This design comes from an exercise in tuning for small area and a short achievable clock period on the open sky130 flow, not from production work.
RTL that was checked went through simulation tests only; none was proved equivalent to the original.
Power figures rest on the tool's default switching activity, not on a simulated workload.

==> 10-10 <==
// ALU_TOP
module ALU_TOP (
input wire signed [15:0] A,
input wire signed [15:0] B,
input wire [3:0] ALU_FUNC,
input wire CLK,
input wire RST,
output reg signed [31:0] Arith_OUT,
output reg [15:0] Logic_OUT,
output reg [1:0] CMP_OUT,
output reg [16:0] SHIFT_OUT,
output reg Arith_Flag, Logic_Flag, CMP_Flag, SHIFT_Flag
	);
export LEC_CHECK = 0
export ABC_AREA = 1
export CAP_MARGIN = 20
export CORE_MARGIN = 2
export CORE_UTILIZATION = 40
export SLEW_MARGIN = 20
create_clock -name core_clock -period 95.0 [get_ports {CLK}]
standard.sh (not shown) runs the stock make flow with config.mk's settings and CLKGATE_MAP_FILE= SYNTH_SCRIPT=/design/flow/synth_recipe.tcl, a recipe that flattens the netlist after the stock synthesis.
==> flow/flow/run.sh <==
#!/bin/bash
# The standard layout (standard.sh) with three changes:
#  - synthesis is the standard synthesis with ABC's mapping script replaced by
#    flow/abc.script (flow/synth.tcl); the registers are the standard synthesis's;
#  - every port is buffered by the smallest buffer cell instead of the one buffer_ports
#    picks by default;
#  - repair_timing aims for 44 ns of setup slack (SETUP_SLACK_MARGIN) instead of 0, so the
#    resizer upsizes the critical path; the clock and constraints stay the design's.
# Each tool's output lands in the ORFS logs under orfs/logs/; make's own output goes to
# standard_flow.log in this folder.
set -euo pipefail
bash standard.sh "SYNTH_SCRIPT=$PWD/flow/synth.tcl" \
  "BUFFER_PORTS_ARGS=-buffer_cell sky130_fd_sc_hd__buf_1" \
  SETUP_SLACK_MARGIN=44 finish > standard_flow.log 2>&1
==> flow/flow/abc.script <==
strash
dch
map -a
topo
stime -c
==> flow/flow/synth.tcl <==
# The standard synthesis (synth_recipe.tcl in the work folder), with ABC's mapping script
# replaced by flow/abc.script. Only the combinational mapping changes; the registers are the
# standard synthesis's.
set my_flow_dir [file dirname [file normalize [info script]]]
proc abc {args} {
  set i [lsearch -exact $args -script]
  if {$i >= 0} { lset args [expr {$i + 1}] [file join $::my_flow_dir abc.script] }
  yosys abc {*}$args
}
source [file join [file dirname $my_flow_dir] synth_recipe.tcl]
==> inputs of 12-07, as changes to 10-10 <==
==> flow/flow/run.sh (replaced) <==
#!/bin/bash
# The standard layout (standard.sh) with two changes:
#  - every port is buffered by the smallest buffer cell instead of the one buffer_ports
#    picks by default;
#  - repair_timing aims for 45 ns of setup slack (SETUP_SLACK_MARGIN) instead of 0, so the
#    resizer upsizes the critical path; the clock and constraints stay the design's.
# Each tool's output lands in the ORFS logs under orfs/logs/; make's own output goes to
# standard_flow.log in this folder.
set -euo pipefail
bash standard.sh "BUFFER_PORTS_ARGS=-buffer_cell sky130_fd_sc_hd__buf_1" \
  SETUP_SLACK_MARGIN=45 finish > standard_flow.log 2>&1
removed: flow/flow/abc.script
removed: flow/flow/synth.tcl
==> summary.txt <==
12-07 ran to the end with no violations. 10-10 went through all stages and came out clean.
Sequential power is about the same in 10-10 and 12-07.
Non-clock buffer count: 10-10 is higher than 12-07 (74).
In 12-07 the worst hold slack is higher than in 10-10, by 0.26 ns.
Of 12-07 and 10-10, 12-07 has the higher synthesized cell count (gap 14%, measured against 10-10).
Between 12-07 and 10-10, the lower via count is in 10-10 (gap 2.6%, measured against 10-10).
Of 12-07 and 10-10, 10-10 has the higher utilization (gap 5.2 points).
==> figures <==
	10-10	12-07
Power Combinational	309 uW	307 uW
Result of the run	complete, no violations	complete, no violations
Fillcell total	3393	3882
Via total after detailed routing	14300	14700
Fin cells	2482	2611
Post-cts repair resize count	93	20
Multi-input logic portion of the cell area	0.716	0.735
Maximum ir drop on the vdd rail	0.0000322 V	0.0000411 V
Placed wire-length estimate	36500 um	39300 um
Mean routed wirelength per cell	20.7 um	20.5 um
Global-route wire length before repair	77800 um	83000 um
Non-clock buffer count	246	172
Finished layout cell area	0.0178 mm2	0.0174 mm2
No run of this note included a check of the RTL's function; only the layout flow was run.

* * *

==> run a: inputs <==
ALU_TOP, a different RTL version from the one above (not shown whole).
==> flow/config.mk <==
export PLATFORM = sky130hd
export DESIGN_NAME = ALU_TOP
export DESIGN_NICKNAME = ALU_TOP
export VERILOG_FILES = /design/flow/design.v
export SDC_FILE = /design/flow/constraint.sdc
export NUM_CORES = 4
export LEC_CHECK = 0
export ABC_AREA = 1
export CAP_MARGIN = 20
export CORE_MARGIN = 2
export CORE_UTILIZATION = 40
export SLEW_MARGIN = 20
==> flow/constraint.sdc <==
create_clock -name core_clock -period 95.0 [get_ports {CLK}]
set_input_delay 19.0000 -clock core_clock [delete_from_list [all_inputs] [get_ports {CLK}]]
set_output_delay 19.0000 -clock core_clock [all_outputs]
set_load 0.01 [all_outputs]
==> flow/flow/run.sh <==
#!/bin/bash
# The standard layout (standard.sh) with three changes:
#  - synthesis is the standard synthesis with ABC's mapping script replaced by
#    flow/abc.script (flow/synth.tcl); the registers are the standard synthesis's;
#  - every port is buffered by the smallest buffer cell instead of the one buffer_ports
#    picks by default;
#  - repair_timing aims for 44 ns of setup slack (SETUP_SLACK_MARGIN) instead of 0, so the
#    resizer upsizes the critical path; the clock and constraints stay the design's.
# Each tool's output lands in the ORFS logs under orfs/logs/; make's own output goes to
# standard_flow.log in this folder.
set -euo pipefail
bash standard.sh "SYNTH_SCRIPT=$PWD/flow/synth.tcl" \
  "BUFFER_PORTS_ARGS=-buffer_cell sky130_fd_sc_hd__buf_1" \
  SETUP_SLACK_MARGIN=44 finish > standard_flow.log 2>&1
==> flow/flow/abc.script <==
strash
dch
map -B 0.9
topo
stime -c
==> flow/flow/synth.tcl <==
# The standard synthesis (synth_recipe.tcl in the work folder), with ABC's mapping script
# replaced by flow/abc.script. Only the combinational mapping changes; the registers are the
# standard synthesis's.
set my_flow_dir [file dirname [file normalize [info script]]]
proc abc {args} {
  set i [lsearch -exact $args -script]
  if {$i >= 0} { lset args [expr {$i + 1}] [file join $::my_flow_dir abc.script] }
  yosys abc {*}$args
}
source [file join [file dirname $my_flow_dir] synth_recipe.tcl]
==> run b (differences from run a) <==
==> flow/flow/run.sh (replaced) <==
#!/bin/bash
# The standard layout (standard.sh) with two changes:
#  - every port is buffered by the smallest buffer cell instead of the one buffer_ports
#    picks by default;
#  - repair_timing aims for 42 ns of setup slack (SETUP_SLACK_MARGIN) instead of 0, so the
#    resizer upsizes the critical path; the clock and constraints stay the design's.
# Each tool's output lands in the ORFS logs under orfs/logs/; make's own output goes to
# standard_flow.log in this folder.
set -euo pipefail
bash standard.sh "BUFFER_PORTS_ARGS=-buffer_cell sky130_fd_sc_hd__buf_1" \
  SETUP_SLACK_MARGIN=42 finish > standard_flow.log 2>&1
removed: flow/flow/abc.script
removed: flow/flow/synth.tcl
==> run c (differences from run a) <==
==> flow/flow/run.sh (replaced) <==
#!/bin/bash
# The standard layout (standard.sh) with two changes:
#  - every port is buffered by the smallest buffer cell instead of the one buffer_ports
#    picks by default;
#  - repair_timing aims for 45 ns of setup slack (SETUP_SLACK_MARGIN) instead of 0, so the
#    resizer upsizes the critical path; the clock and constraints stay the design's.
# Each tool's output lands in the ORFS logs under orfs/logs/; make's own output goes to
# standard_flow.log in this folder.
set -euo pipefail
bash standard.sh "BUFFER_PORTS_ARGS=-buffer_cell sky130_fd_sc_hd__buf_1" \
  SETUP_SLACK_MARGIN=45 finish > standard_flow.log 2>&1
removed: flow/flow/abc.script
removed: flow/flow/synth.tcl
==> comparison <==
The lowest non-clock buffer count belongs to run b, the highest to run c.
The lowest final cell count belongs to run a, the highest to run c.
In run c the first-iteration DRC count is higher than in run b, by about 4.6%.
Against run c, the global-route usage of run a is higher by 0.76 points.
Routed wire length: run c > run b > run a.
Synthesized cell count is the same in run c and run b.
Of run c and run a, run a has the higher clock-buffer cell count (gap 1).
The highest power belongs to run c, the lowest to run b.
==> figures <==
| quantity | run a | run c | run b |
|---|---|---|---|
| Result of the run | no timing/DRC/antenna violations | no timing/DRC/antenna violations | no timing/DRC/antenna violations |
| Post-Synthesis Cells | 2026 | 2134 | 2134 |
| Share of synthesized cell area in full adder, half adder and majority cells | 30.68% | 28.82% | 28.82% |
| Comb pwr | 0.000311 W | 0.000318 W | 0.000312 W |
| Number of well taps | 511 | 525 | 525 |
| # resized after CTS | 20 | 5 | 0 |
| Share of the synthesized area in compound gates (AO/OA/AOI/OAI) | 18.50% | 18.29% | 18.29% |
| ANT cells | 0 | 1 | 0 |
| Fraction of the yosys area taken by sequential cells | 11.60% | 10.90% | 10.90% |
| Fraction of power consumed by combinational cells | 80.1% | 81.3% | 81.0% |
| End-of-flow core utilization | 46.24% | 44.49% | 43.80% |
| Fraction of standard cell area that is sequential | 10.20% | 9.983% | 10.14% |
| Internal power consumption | 0.0001877 W | 0.0001862 W | 0.0001837 W |
| Syn Std Cell Area | 0.01532 mm2 | 0.01631 mm2 | 0.01631 mm2 |
| Master of the slowest instance on the critical path | sky130_fd_sc_hd__fa_1 | sky130_fd_sc_hd__clkinvlp_2 | sky130_fd_sc_hd__fa_1 |
| Crit path required time | 95.21 ns | 95.20 ns | 95.20 ns |
| Delay of the slowest critical-path stage | 0.47 ns | 0.53 ns | 0.47 ns |

==> port drivers added, routing unchanged <==
Ports are ideal in the flow. The routed layouts listed here were re-timed in OpenROAD.
Step 1 assumes that a clkbuf_16 drives the clock port and a buf_2 every other input.
Step 2 moves the port delays by t, midway between the first and last clock arrival at a register: inputs arrive t later, outputs are due t later. That takes back most of the time a late clock gives input paths.
a / b / c = no drivers / after step 1 / after step 2; a / b = the first two.
run	t (ns)	setup WS [ns]	worst register clock-pin slew, ns	worst data-port slew with drivers (ns)
10-10	0.426	45.493 / 45.507 / 45.081	0.09 / 0.09	0.05
12-07	0.419	47.070 / 47.082 / 46.662	0.08 / 0.08	0.07
run a	0.407	46.563 / 46.589 / 46.182	0.08 / 0.08	0.07
run b	0.421	45.169 / 45.196 / 44.774	0.08 / 0.08	0.07
run c	0.422	47.558 / 47.568 / 47.146	0.08 / 0.08	0.07
After both steps setup and hold are still met in every run listed.
